This design comes from an exercise in tuning for small area, a short achievable clock period and few clock cycles on the open sky130 flow, not from production work.
RTL that was checked went through simulation tests only; none was proved equivalent to the original.
No functional check of the RTL was part of run 1.

## flow/design.v (module list and top-level ports; edited modules follow where they fit)
// module CONV: 3920 lines
// module FA3: 4 lines
// module HA2: 4 lines
module CONV(
	input		clk,
	input		reset,
	output	reg	busy,
	input		ready,
	output	reg [11:0]	iaddr,
	input	signed [19:0] idata,
	output	 reg cwr,
	output	 reg [11:0]	caddr_wr,
	output	 reg [19:0]	cdata_wr,
	output	 reg	crd,
	output	 reg [11:0]	caddr_rd,
	input	 [19:0]	cdata_rd,
	output reg 	[2:0] 	csel
	);
  // ...
==> flow/flow/run.sh <==
#!/bin/bash
# Standard layout, with timing repair asked for extra setup slack so that the
# resizer also works on paths that already meet the 10 ns clock.
set -euo pipefail
bash standard.sh SETUP_SLACK_MARGIN=6.5 finish > flow_standard.log 2>&1
==> flow/standard.sh <==
#!/bin/bash
# synth_recipe.tcl (not shown) runs the flow's synth.tcl, then flattens the netlist and writes it again
# the make line also repeats each setting of config.mk as NAME=value (left out here)
make -C /OpenROAD-flow-scripts/flow DESIGN_CONFIG=/design/flow/config.mk WORK_HOME=/design/flow/orfs CLKGATE_MAP_FILE= SYNTH_SCRIPT=/design/flow/synth_recipe.tcl "${@:-finish}"
==> flow/config.mk <==
export PLATFORM = sky130hd
export DESIGN_NAME = CONV
export DESIGN_NICKNAME = CONV
export VERILOG_FILES = /design/flow/design.v
export SDC_FILE = /design/flow/constraint.sdc
export NUM_CORES = 4
export LEC_CHECK = 0
export CAP_MARGIN = 50
export CORE_MARGIN = 2
export CORE_UTILIZATION = 65
export CTS_CLUSTER_DIAMETER = 100
export CTS_CLUSTER_SIZE = 25
export SLEW_MARGIN = 75
export SYNTH_HIERARCHICAL = 1
==> flow/constraint.sdc <==
create_clock -name core_clock -period 10.0 [get_ports {clk}]
set_input_delay 2.0000 -clock core_clock [delete_from_list [all_inputs] [get_ports {clk}]]
set_output_delay 2.0000 -clock core_clock [all_outputs]
set_load 0.01 [all_outputs]
==> results.json, run 1 <==
{
  "outcome": "timing/DRC/antenna clean",
  "grt.total_usage_pct": 35.9,
  "ys.flop_type": "dfxtp_1",
  "cts_sinks": 884,
  "fin_cells": 3742,
  "syn2layout_area_growth_pct": 9.94,
  "grt_util_met3_pct": 13.9,
  "die-area_um2": 68800,
  "synth.top_cell.area_share_pct": 44.7,
  "crit_path_max_incr_delay_ns": 0.52,
  "antenna_found_initial": 6,
  "final_cell_mix": "fa_1, dfxtp_1, inv_1, dfxtp_4, ha_1",
  "cp.arrival_ns": 1.46,
  "place_area_um2": 46200,
  "r2r_end": "r5_10_2",
  "vias": 22400,
  "synth-simple-area-share_pct": 2.33,
  "crit_family": "buffers and inverters",
  "critPathBufInv": 1,
  "r2r_slack_ns": 6.54,
  "yosys.area_share.adder_pct": 47.9,
  "grtUsageMet1_pct": 48.7,
  "drive_gt1_share_pct": 10.4,
  "hold_viol": 0,
  "num_rows": 94,
  "dp_hpwl_um": 93200,
  "worst_hold_path_type": "flip-flop to flip-flop",
  "sh_seq_area_pct": 39.8,
  "multi_input_area_um2": 24100,
  "cts.clk_slew.worst_paths_ns": 0.10,
  "numCtsBuffers": 44,
  "worstSetupStartpointType": "flip-flop",
  "max_freq_mhz": 289,
  "crit_path_end": "caddr_rd[5]",
  "final-setup-viol-count": 0,
  "n_antenna_cell": 2,
  "required_ns": 8.00,
  "syn_inst": 2690
}
==> inputs of run 2 (changes only) <==
--- a/flow/design.v
+++ b/flow/design.v
@@ -3870,45 +3870,47 @@
 reg         rdone;       
 reg         rv1, rl1, rf1;   
 reg         rv, rl, rf;      
 reg  [19:0] rq;          
 reg  [19:0] acc;         
 reg  [19:0] hold;        
 reg         hold_v;
 reg  [9:0]  wc;          
+reg         endw;        
 wire [19:0] mx    = (rf || rq > acc) ? rq : acc;
 wire        res_v = rv & rl;
 wire        wr1   = ~l0go & (hold_v | res_v);
 wire        rd1   = (l0go & (|oc[11:4])) | (l0done & ~rdone & ~wr1);
 always @(posedge clk) begin
 	rq <= cdata_rd;
 	if (rv) acc <= mx;
 	if (!hold_v || wr1) hold <= mx;
 end
 always @(posedge clk or posedge reset) begin
 	if (reset) begin
 		oc <= 12'd0; l0done <= 1'b0; rc <= 12'd0; rdone <= 1'b0;
 		rv1 <= 1'b0; rl1 <= 1'b0; rf1 <= 1'b0; rv <= 1'b0; rl <= 1'b0; rf <= 1'b0;
-		hold_v <= 1'b0; wc <= 10'd0;
+		hold_v <= 1'b0; wc <= 10'd0; endw <= 1'b0;
 		cwr <= 1'b0; crd <= 1'b0; busy <= 1'b0;
 	end else begin
 		if (l0go) oc <= oc + 12'd1;
 		if (l0go && oc == 12'hfff) l0done <= 1'b1;
 		rv1 <= rd1; rl1 <= rc[1:0] == 2'd3; rf1 <= rc[1:0] == 2'd0;
 		rv <= rv1; rl <= rl1; rf <= rf1;
 		if (rd1) rc <= rc + 12'd1;
 		if (rd1 && rc == 12'hfff) rdone <= 1'b1;
 		if (wr1) hold_v <= hold_v & res_v;
 		else if (res_v) hold_v <= 1'b1;
 		if (wr1) wc <= wc + 10'd1;
 		cwr <= l0go | wr1;
 		crd <= rd1;
 		if (!run && ready && !fin) busy <= 1'b1;
-		if (cwr && csel[1] && wc == 10'd0 && rdone) busy <= 1'b0;
+		endw <= wr1 && wc == 10'h3ff;
+		if (endw) busy <= 1'b0;
 	end
 end
 always @(posedge clk) begin
 	csel <= {1'b0, wr1, 1'b1};
 	caddr_rd <= {rc[11:9], rc[3:2], rc[0], rc[8:4], rc[1]};
 	if (l0go) begin
 		cdata_wr <= l0v;
 		caddr_wr <= {oc[11:9], oc[2:0], oc[8:3]};
==> flow/flow/run.sh (replaced) <==
#!/bin/bash
# The standard layout (the standard.sh, unchanged synthesis and steps),
# with the timing repair asked for extra setup slack (SETUP_SLACK_MARGIN) so
# that the resizer also speeds up paths that already meet the 10 ns clock.
# The clock period and constraints are the design's. make's output goes to
# flow_standard.log; each ORFS step also logs under orfs/logs/.
set -euo pipefail
bash standard.sh SETUP_SLACK_MARGIN=6.8 finish > flow_standard.log 2>&1
==> flow/config.mk (replaced) <==
export PLATFORM = sky130hd
export DESIGN_NAME = CONV
export DESIGN_NICKNAME = CONV
export VERILOG_FILES = /design/flow/design.v
export SDC_FILE = /design/flow/constraint.sdc
export NUM_CORES = 4
export LEC_CHECK = 0
export ABC_AREA = 1
export CAP_MARGIN = 50
export CORE_MARGIN = 2
export CORE_UTILIZATION = 65
export CTS_CLUSTER_DIAMETER = 100
export CTS_CLUSTER_SIZE = 25
export SLEW_MARGIN = 75
export SYNTH_HIERARCHICAL = 1
==> run 2 against run 1 <==
Still clean on timing, DRC and antenna; final cell count rose by 19%; sequential cell count rose by 1; worst setup slack improved by 0.13 ns; critical path depth rose by 5; first-iteration DRC count rose by 26%; clock skew rose by 0.012 ns; highest routed layer unchanged.
==> results.json, run 2 <==
{
  "outcome": "timing/DRC/antenna clean",
  "synth.area.top_cells": "fa_1, dfxtp_1, dfrtp_1, inv_1, nand2_1",
  "grt.busiest_layer": "met2",
  "synthArstFlopShare_pct": 7.57,
  "final_nets": 4668,
  "numCtsBuffers": 44,
  "io_pins": 105,
  "synth_cell_types": 42,
  "yosys_warnings": 7,
  "avgSynthCellArea_um2": 13.8,
  "die_h_um": 266,
  "cp.arrival_ns": 3.82,
  "fillerInstances": 4091,
  "rsz0062_at_grt": "true",
  "num_rows": 96,
  "crit_fanout": 6,
  "clk_latency_ns": 0.65,
  "syn_inst": 3248,
  "maxCapViolations": 0,
  "core_um2": 68300,
  "crit_path_max_incr_delay_ns": 0.54,
  "crit_path_end": "r5_16_4",
  "clockBufferDepth": 3,
  "start_util_pct": 65.5,
  "timing.critical_path.from": "sr11[1]",
  "via_per_inst": 5.84,
  "syn_nets": 4371,
  "ys_seq_area_share_pct": 41.2,
  "finalSetupTns_ns": 0,
  "fin_crit_sh_pct": 33.3,
  "ys.flop_type": "dfxtp_1",
  "grt_pass1_vias": 28600,
  "gr-total-overflow": 0,
  "hold_viol": 0,
  "drc": 0,
  "die_width_um": 266,
  "final-setup-viol-count": 0,
  "grt_max_degree": 55,
  "slew_violations": 0,
  "synth.top_cell.area_share_pct": 43.3,
  "synth_top_area_cell": "fa_1",
  "hold_buffers": 0,
  "drtPass1Iterations": 6,
  "antenna_found_initial": 9,
  "cts.clk_slew.worst_paths_ns": 0.10,
  "final_cell_mix": "fa_1, dfxtp_1, inv_1, nand2_1, nor2_1",
  "reg2reg_depth": 6,
  "synth_seq_cells": 885,
  "r2r_end": "r5_16_4",
  "grt_pass1_wl_um": 192000,
  "met2_usage_pct": 61.7,
  "wl_per_cell_um": 30.4,
  "detail-route-antenna-nets": 0,
  "totalWireLength_um": 136000,
  "synth_commonest_cells": "fa_1, dfxtp_1, inv_1, nand2_1, nor2_1",
  "finalWeightedCongestion": 1.02,
  "clock-skew-final_ns": 0.0472,
  "path_class": "flip-flop to flip-flop",
  "end_kind": "flip-flop",
  "synth-edff-count": 40,
  "htreeDepth": 2,
  "synth.most_common_cell": "fa_1",
  "drt_iter0_drc": 2857,
  "portBuffers": 102,
  "vias": 26100,
  "syn_area_um2": 44800,
  "grt.total_usage_pct": 39.2,
  "die-area_um2": 71000,
  "crit_path_top_delay_cell": "fa_1",
  "required_ns": 10.49,
  "cts-root-buf": "clkbuf_16",
  "grtUsageMet1_pct": 49.6,
  "worstPathCellList": "fa_1, fa_1, inv_1, fa_1, fa_1, fa_1",
  "dp_hpwl_um": 101000,
  "cts_tree": "done",
  "worst_hold_path_type": "flip-flop to flip-flop",
  "path_common_cell": "fa_1",
  "final_common_cell": "fa_1",
  "r2r_slack_ns": 6.67,
  "drive_gt1_share_pct": 16.4,
  "grt_util_met3_pct": 13.2,
  "rr_startpoint": "sr11[1]",
  "regArea_um2": 19000,
  "syn2layout_area_growth_pct": 13.6,
  "worstSetupStartpointType": "flip-flop",
  "cts_sinks": 885,
  "period_needed_ns": 3.33,
  "max_freq_mhz": 301,
  "multi_input_area_um2": 25000
}
run 2: changes by cell type after synthesis, moves of 14 or more:
cell       change
nand2_1      +326
mux2i_1       -18
mux2_2        -28
nand3_1       +82
inv_1        +155
o2bb2ai_1     -19
xnor2_1       -37
a21o_1        -20
xor2_1        +15
nor2b_1       -26
a21oi_1       +14
nor2_1       +140
run 2: final cells by class:
| class | instances | area share (%) |
|---|---|---|
| clock inverter | 11 | 0.349 |
| timing repair buffer | 275 | 5.60 |
| multi-input combinational | 1935 | 49.1 |
| sequential | 885 | 37.4 |
| tap | 882 | 2.17 |
| inverter | 404 | 3.01 |
| antenna | 3 | 0.0148 |
| clock buffer | 69 | 2.37 |
run 2: per-stage QoR:
step	cells	utilization, %	cell area, µm²	hold slack [ns]	worst slack (ns)
6_report	4464	74.4	50900	0.320	6.67
5_1_grt	4461	74.4	50900	0.328	6.68
4_1_cts	4364	72.8	49700	0.318	6.72
3_5_place_dp	4216	69.5	47500	0.312	6.63
3_3_place_gp	4214	68.5	46800	0.310	6.10
2_1_floorplan	3248	-	44800	0.310	6.81
run 2: cells by family after synthesis:
family | after synthesis | share of synthesized area, %
other cells | 2 | 0.0168
flops | 885 | 41.2
simple gates | 709 | 6.61
compound gates | 101 | 1.25
fa+ha+maj | 1080 | 46.4
xor+xnor | 43 | 0.841
buf+inv | 428 | 3.67
run 2: modules after synthesis, one instance, submodules excluded:
module	copies in the design	cells	area (µm²)
FA3	967	1	20.0
HA2	17	1	12.5
CONV	1	2264	25200
run 2: per-layer routing:
layer / wire (µm) / share of wire (%) / vias to the layer above
li1: - / - / 10400
met1: 48100 / 36 / 13500
met2: 63100 / 47 / 1752
met3: 16000 / 12 / 444
met4: 8190 / 6.0 / 12
met5: 83 / 0.061 / -
run 2: worst min-delay path by stage:
stage | end | slack, ns | cells past startpoint | startpoint
floorplan | r9_1_0 | 0.31 | 0 | r5_1_0
global placement | sr16[3] | 0.31 | 0 | sr15[3]
detailed placement | sr10[3] | 0.31 | 0 | sr9[3]
CTS | sr10[13] | 0.32 | 0 | sr9[13]
global route | sr19[4] | 0.33 | 0 | sr18[4]
finish | sr20[16] | 0.32 | 0 | sr19[16]
run 2: timing repair:
item	CTS	global route
pin swaps	19	57
hold endpoints to repair	0	0
buffers inserted	68	96
endpoints found under the setup margin	98	88
resized for setup	201	113
run 2: critical path: cells and delay by family (launching register included):
family / cells / cell delay, ns
DFF: 1 / 0.52
buffers and inverters: 1 / 0.21
adders and majority gates: 5 / 2.45
Testbench counts of run 2, summed over its fixed seeds: cycles 83,824.
==> inputs of run 3 (changes only) <==
--- a/flow/config.mk
+++ b/flow/config.mk
@@ -5,7 +5,6 @@
 export SDC_FILE = /design/flow/constraint.sdc
 export NUM_CORES = 4
 export LEC_CHECK = 0
-export ABC_AREA = 1
 export CAP_MARGIN = 50
 export CORE_MARGIN = 2
 export CORE_UTILIZATION = 65
==> run 3 against run 2 <==
Critical path depth unchanged; via count is 9.6% lower; final cell count down 12%; hold slack worse by 0.0043 ns; non-clock buffer count is 13 higher; synthesized cell count decreased by 16%; design area shrank 2.3%; largest cell class unchanged.
==> results.json, run 3 <==
{
  "via_per_inst": 6.00,
  "period_needed_ns": 3.37,
  "clock-skew-final_ns": 0.0507,
  "hold_buffers": 0,
  "fin_hold_ws_ns": 0.316,
  "finalWeightedCongestion": 1.05,
  "clockBufferDepth": 3,
  "cts_tree": "done",
  "crit_path_top_delay_cell": "fa_1",
  "dp_hpwl_um": 95800,
  "rsz0062_at_grt": "true",
  "syn2layout_area_growth_pct": 14.1,
  "synth_top_family_by_area": "adder cells",
  "ys.flop_type": "dfxtp_1",
  "synthArstFlopShare_pct": 7.57,
  "cts_sinks": 885,
  "start_util_pct": 66.0,
  "maxCapViolations": 0,
  "syn_nets": 3838,
  "yosys.area_share.adder_pct": 47.7,
  "drt_iter0_drc": 2548,
  "synth_xor_area_share_pct": 1.25,
  "grt_pass1_wl_um": 181000,
  "numCtsBuffers": 46,
  "die_h_um": 263,
  "reg2reg_depth": 6,
  "drive_gt1_share_pct": 20.8,
  "worstSetupStartpointType": "flip-flop",
  "fin_crit_sh_pct": 33.7,
  "path_class": "flip-flop to flip-flop",
  "end_kind": "flip-flop",
  "crit_path_max_incr_delay_ns": 0.61,
  "detail-route-antenna-nets": 0,
  "crit_family": "adder cells",
  "yosys_warnings": 7,
  "max_freq_mhz": 297,
  "totalWireLength_um": 128000,
  "portBuffers": 102,
  "r2r_end": "r5_33_1",
  "avgSynthCellArea_um2": 16.0,
  "final_common_cell": "fa_1",
  "clk_latency_ns": 0.67,
  "synth.area.top_cells": "fa_1, dfxtp_1, dfrtp_1, ha_1, edfxtp_1",
  "hold_viol": 0,
  "placed_cells": 3671,
  "final-setup-viol-count": 0,
  "final_util_pct": 75.3,
  "wl_per_cell_um": 32.4,
  "required_ns": 10.52,
  "slew_violations": 0,
  "grt_pass1_vias": 26200,
  "die-area_um2": 69100,
  "synth-compound-area-share_pct": 2.49,
  "hp-start": "sr18[11]",
  "synth_top_area_cell": "fa_1",
  "antenna_found_initial": 5,
  "final_cell_mix": "fa_1, dfxtp_1, inv_1, dfxtp_4, buf_4",
  "drc": 0,
  "finalSetupTns_ns": 0,
  "cts-root-buf": "clkbuf_16",
  "outcome": "timing/DRC/antenna clean",
  "syn_area_um2": 43500,
  "ys_seq_area_share_pct": 42.4,
  "path_common_cell": "fa_1",
  "hold_path_depth": 0,
  "crit_fanout": 9,
  "synth_cell_types": 66,
  "synth_commonest_cells": "fa_1, dfxtp_1, inv_1, ha_1, dfrtp_1",
  "synth-edff-count": 40,
  "fin_cells": 3930,
  "finalInstanceArea_um2": 49700,
  "worstPathCellList": "fa_1, fa_1, fa_1, fa_1, inv_1, fa_1",
  "cts.clk_slew.worst_paths_ns": 0.11,
  "critPathBufInv": 1,
  "synth_seq_cells": 885,
  "io_pins": 105,
  "synth.most_common_cell": "fa_1",
  "drtPass1Iterations": 7,
  "synth.top_cell.area_share_pct": 44.5,
  "place_area_um2": 46300,
  "gr-total-overflow": 0,
  "synthMuxAreaShare_pct": 1.31,
  "r2r_slack_ns": 6.63,
  "synth-simple-area-share_pct": 2.43,
  "grt_max_degree": 43,
  "die_width_um": 263,
  "vias": 23600,
  "core_um2": 66000,
  "worst_hold_path_type": "flip-flop to flip-flop",
  "cp.arrival_ns": 3.89,
  "grt.total_usage_pct": 37.7,
  "final_nets": 4148,
  "num_rows": 94,
  "rr_startpoint": "sr12[17]",
  "syn_inst": 2715,
  "htreeDepth": 2,
  "min_to": "sr19[11]"
}
[run 3: changes by cell type after synthesis, moves of 12 or more]
cell,before,now
nand2_1,383,54
nand4_1,8,20
mux2_2,0,27
mux2i_1,0,21
a21oi_1,55,38
o22ai_1,2,17
nor2b_1,0,22
xnor2_1,7,41
inv_1,400,244
a21o_1,4,26
nor2_1,168,43
xor2_1,36,21
nand3_1,96,14
[run 3: how the worst max path moves through the flow]
stage / startpoint / slack (ns) / to / cells past startpoint
finish: sr12[17] / 6.63 / r5_33_1 / 6
global route: sr12[17] / 6.65 / r5_33_1 / 6
floorplan: sr12[5] / 6.81 / r5_10_2 / 6
detailed placement: sr2[4] / 6.56 / r5_15_5 / 6
CTS: sr2[19] / 6.73 / r5_21_6 / 6
global placement: sr12[7] / 6.04 / r5_15_5 / 6
[run 3: through the flow]
stage	setup WS [ns]
floorplan	6.81
global placement	6.04
detailed placement	6.56
CTS	6.73
global route	6.65
finish	6.63
[run 3: Yosys stat by module (local to each module, per instance)]
module	flip-flops and latches	area, µm²
CONV	885	24000
FA3	0	20.0
HA2	0	12.5
[run 3: cell type report]
class	count	area, µm²
flip-flops and latches	885	19100
well taps	864	1080
multi-input cells	1560	24400
clock inverters	12	245
inverters	244	920
diodes	3	7.51
repair buffers	288	2670
clock buffers	74	1260
fillers	3839	16300
[run 3: logic make-up (layout without fill, tap and decap cells)]
| logic type | count (synthesis) | count (layout) |
|---|---|---|
| mux | 53 | 53 |
| other cells | 2 | 5 |
| compound gates | 158 | 158 |
| fa+ha+maj | 1080 | 1080 |
| simple gates | 205 | 205 |
| xor+xnor | 62 | 62 |
| flops | 885 | 885 |
| buf+inv | 270 | 618 |
[run 3: metal layers]
| metal | GRT usage, % | vias to the layer above | wire length, µm |
|---|---|---|---|
| li1 | - | 9141 | - |
| met1 | 51.1 | 12500 | 47200 |
| met2 | 57.5 | 1511 | 58700 |
| met3 | 10.9 | 396 | 14400 |
| met4 | 16.9 | 4 | 7170 |
| met5 | 0 | - | 65 |
[run 3: worst register-to-register path: stages (launching register included)]
cell and delay [ns]:
dfxtp_4 0.47, fa_1 0.51, fa_1 0.61, fa_1 0.49, fa_1 0.57, inv_1 0.08, fa_1 0.51
[run 3: repair_timing]
action	in CTS	in global routing
endpoints found under the setup margin	106	75
gates resized for setup	303	74
setup buffers	101	69
pin swaps	17	63
==> inputs of run 4 (changes only) <==
--- a/flow/flow/run.sh
+++ b/flow/flow/run.sh
@@ -5,4 +5,4 @@
 # The clock period and constraints are the design's. make's output goes to
 # flow_standard.log; each ORFS step also logs under orfs/logs/.
 set -euo pipefail
-bash standard.sh SETUP_SLACK_MARGIN=6.8 finish > flow_standard.log 2>&1
+bash standard.sh SETUP_SLACK_MARGIN=6.7 finish > flow_standard.log 2>&1
--- a/flow/config.mk
+++ b/flow/config.mk
@@ -5,10 +5,10 @@
 export SDC_FILE = /design/flow/constraint.sdc
 export NUM_CORES = 4
 export LEC_CHECK = 0
-export CAP_MARGIN = 50
+export CAP_MARGIN = 20
 export CORE_MARGIN = 2
 export CORE_UTILIZATION = 65
 export CTS_CLUSTER_DIAMETER = 100
 export CTS_CLUSTER_SIZE = 25
-export SLEW_MARGIN = 75
+export SLEW_MARGIN = 40
 export SYNTH_HIERARCHICAL = 1
==> run 4 against run 3 <==
Still clean; global-route usage is 0.15 points lower; sequential cell count unchanged; count of clock-buffer cells in the layout is 20 lower; highest routed layer unchanged.
==> results.json, run 4 <==
{
  "syn2layout_area_growth_pct": 11.2,
  "synth_seq_cells": 885,
  "detail-route-antenna-nets": 0,
  "die_h_um": 263,
  "grt.busiest_layer": "met2",
  "grt_util_met3_pct": 11.6,
  "finalWeightedCongestion": 1.07,
  "synth_top_area_cell": "fa_1",
  "grt.total_usage_pct": 37.5,
  "hold_buffers": 0,
  "hold_viol": 0,
  "clk_latency_ns": 0.65,
  "synth_cell_types": 66,
  "cts_tree": "done",
  "synth.area.top_cells": "fa_1, dfxtp_1, dfrtp_1, ha_1, edfxtp_1",
  "hold_path_depth": 0,
  "final_util_pct": 73.4,
  "clockBufferDepth": 3,
  "die_width_um": 263,
  "synth.most_common_cell": "fa_1",
  "wl_per_cell_um": 33.0,
  "drt_iter0_drc": 2486,
  "syn_inst": 2715,
  "worstPathCellList": "fa_1, fa_1, fa_1, inv_1, fa_1, fa_1",
  "path_class": "flip-flop to flip-flop",
  "critPathBufInv": 1,
  "portBuffers": 102,
  "vias": 23100,
  "avgSynthCellArea_um2": 16.0,
  "final_common_cell": "fa_1",
  "htreeDepth": 2,
  "outcome": "timing/DRC/antenna clean",
  "slew_violations": 0,
  "grtUsageMet1_pct": 51.2,
  "gr-total-overflow": 0,
  "drive_gt1_share_pct": 12.9,
  "start_util_pct": 66.0,
  "die-area_um2": 69100,
  "fin_crit_sh_pct": 33.4,
  "maxCapViolations": 0,
  "path_common_cell": "fa_1",
  "crit_path_top_delay_cell": "fa_1",
  "cp_num_cells": 6,
  "end_kind": "flip-flop",
  "io_pins": 105,
  "cts.clk_slew.worst_paths_ns": 0.11,
  "via_per_inst": 6.05,
  "crit_path_max_incr_delay_ns": 0.60,
  "syn_area_um2": 43500,
  "clock-skew-final_ns": 0.0368,
  "synthArstFlopShare_pct": 7.57,
  "required_ns": 10.49,
  "cts-root-buf": "clkbuf_16",
  "yosys_warnings": 7,
  "fillerInstances": 4024,
  "synth.top_cell.area_share_pct": 44.5,
  "grt_pass1_wl_um": 180000,
  "final-setup-viol-count": 0,
  "numCtsBuffers": 44,
  "rsz0062_at_grt": "true",
  "grt_pass1_vias": 25900,
  "synth-edff-count": 40,
  "drtPass1Iterations": 5,
  "worst_hold_path_type": "flip-flop to flip-flop",
  "reg2reg_depth": 6,
  "rr_startpoint": "sr0[12]",
  "timing.critical_path.from": "sr0[12]",
  "ys.flop_type": "dfxtp_1",
  "tightest_slew_ns": 0.914,
  "antenna_found_initial": 5,
  "worstSetupStartpointType": "flip-flop",
  "period_needed_ns": 3.34,
  "cts_sinks": 885,
  "final_cell_mix": "fa_1, dfxtp_1, inv_1, dfxtp_4, ha_1",
  "slew_headroom_pct": 38.4,
  "crit_fanout": 7,
  "final_nets": 4058,
  "cp.arrival_ns": 3.83,
  "finalSetupTns_ns": 0,
  "ys_seq_area_share_pct": 42.4,
  "crit_family": "adder cells",
  "synth_commonest_cells": "fa_1, dfxtp_1, inv_1, ha_1, dfrtp_1",
  "dp_hpwl_um": 96300,
  "drc": 0,
  "met2_usage_pct": 57.2,
  "num_rows": 94,
  "hp-start": "sr9[17]",
  "max_freq_mhz": 300,
  "core_um2": 66000,
  "syn_nets": 3838,
  "grt_max_degree": 68,
  "totalWireLength_um": 126000
}
run 4: area by class of cell:
cell class	instances	area (µm²)	share of cell area, %
Clock inverter	12	211	0.437
Tap cell	864	1080	2.23
Timing Repair Buffer	200	1980	4.10
Sequential cell	885	19000	39.2
Inverter	244	920	1.90
Clock buffer	54	1160	2.40
Multi-Input combinational cell	1560	24100	49.8
Antenna cell	2	5.00	0.0103
run 4: Yosys stat by module (local to each module, per instance):
module | cells | cell area, µm²
FA3 | 1 | 20.0
CONV | 1731 | 24000
HA2 | 1 | 12.5
run 4: metrics by stage:
step | cells | hold WS, ns | area [µm²] | setup slack, ns
floorplan | 2715 | 0.310 | 43500 | 6.79
global placement | 3660 | 0.309 | 45600 | 6.16
detailed placement | 3660 | 0.312 | 45600 | 6.24
CTS | 3746 | 0.320 | 47500 | 6.66
global route | 3820 | 0.327 | 48400 | 6.70
finish | 3821 | 0.316 | 48400 | 6.66
run 4: timing repair:
item                       CTS  global route
resized for setup          273            57
setup buffers               20            73
setup endpoints to repair  195            43
pin swaps                    2             8
run 4: cell families after synthesis:
logic type,after synthesis,synth area share (%)
AO/OA/AOI/OAI,158,2.49
XOR/XNOR,62,1.25
adder cells (fa/ha/maj),1080,47.7
buffers and inverters,270,2.41
flip-flops,885,42.4
multiplexers,53,1.31
other,2,0.0172
AND/OR/NAND/NOR,205,2.43
run 4: routing by layer:
metal	wire, µm	share of wire (%)	vias to the layer above
li1	-	-	8937
met1	48000	38	12400
met2	58400	46	1449
met3	13600	11	349
met4	6220	4.9	4
met5	20	0.016	-
run 4: worst paths after layout:
kind | endpoint | slack, ns
setup reg to reg | r5_22_5 | 6.66
min in group asynchronous | endw | 1.89
hold reg to reg | sr10[17] | 0.32
hold / removal | sr10[17] | 0.32
setup / recovery | r5_22_5 | 6.66
max in group asynchronous | rv | 7.65

==> port drivers added, routing unchanged <==
The results above use ideal ports. As a check the final layouts listed here were re-extracted and re-timed, cells and wires unchanged.
Step 1 assumes that a clkbuf_16 drives the clock port and a buf_2 every other input.
Step 2 moves the port delays by t, midway between the first and last clock arrival at a register: inputs arrive t later, outputs are due t later. That takes back most of the time a late clock gives input paths.
a / b / c = ideal / step 1 / step 2; a / b = the first two.
run	t (ns)	setup WS [ns]	latest minus earliest clock arrival (ns)	worst slew at a driven data input, ns
run 1	0.692	6.541 / 6.471 / 6.545	0.035 / 0.036	0.05
run 2	0.692	6.673 / 6.673 / 6.673	0.049 / 0.049	0.06
run 3	0.714	6.630 / 6.630 / 6.630	0.055 / 0.055	0.05
run 4	0.693	6.662 / 6.662 / 6.662	0.037 / 0.038	0.07
After both steps every run listed still meets setup and hold.
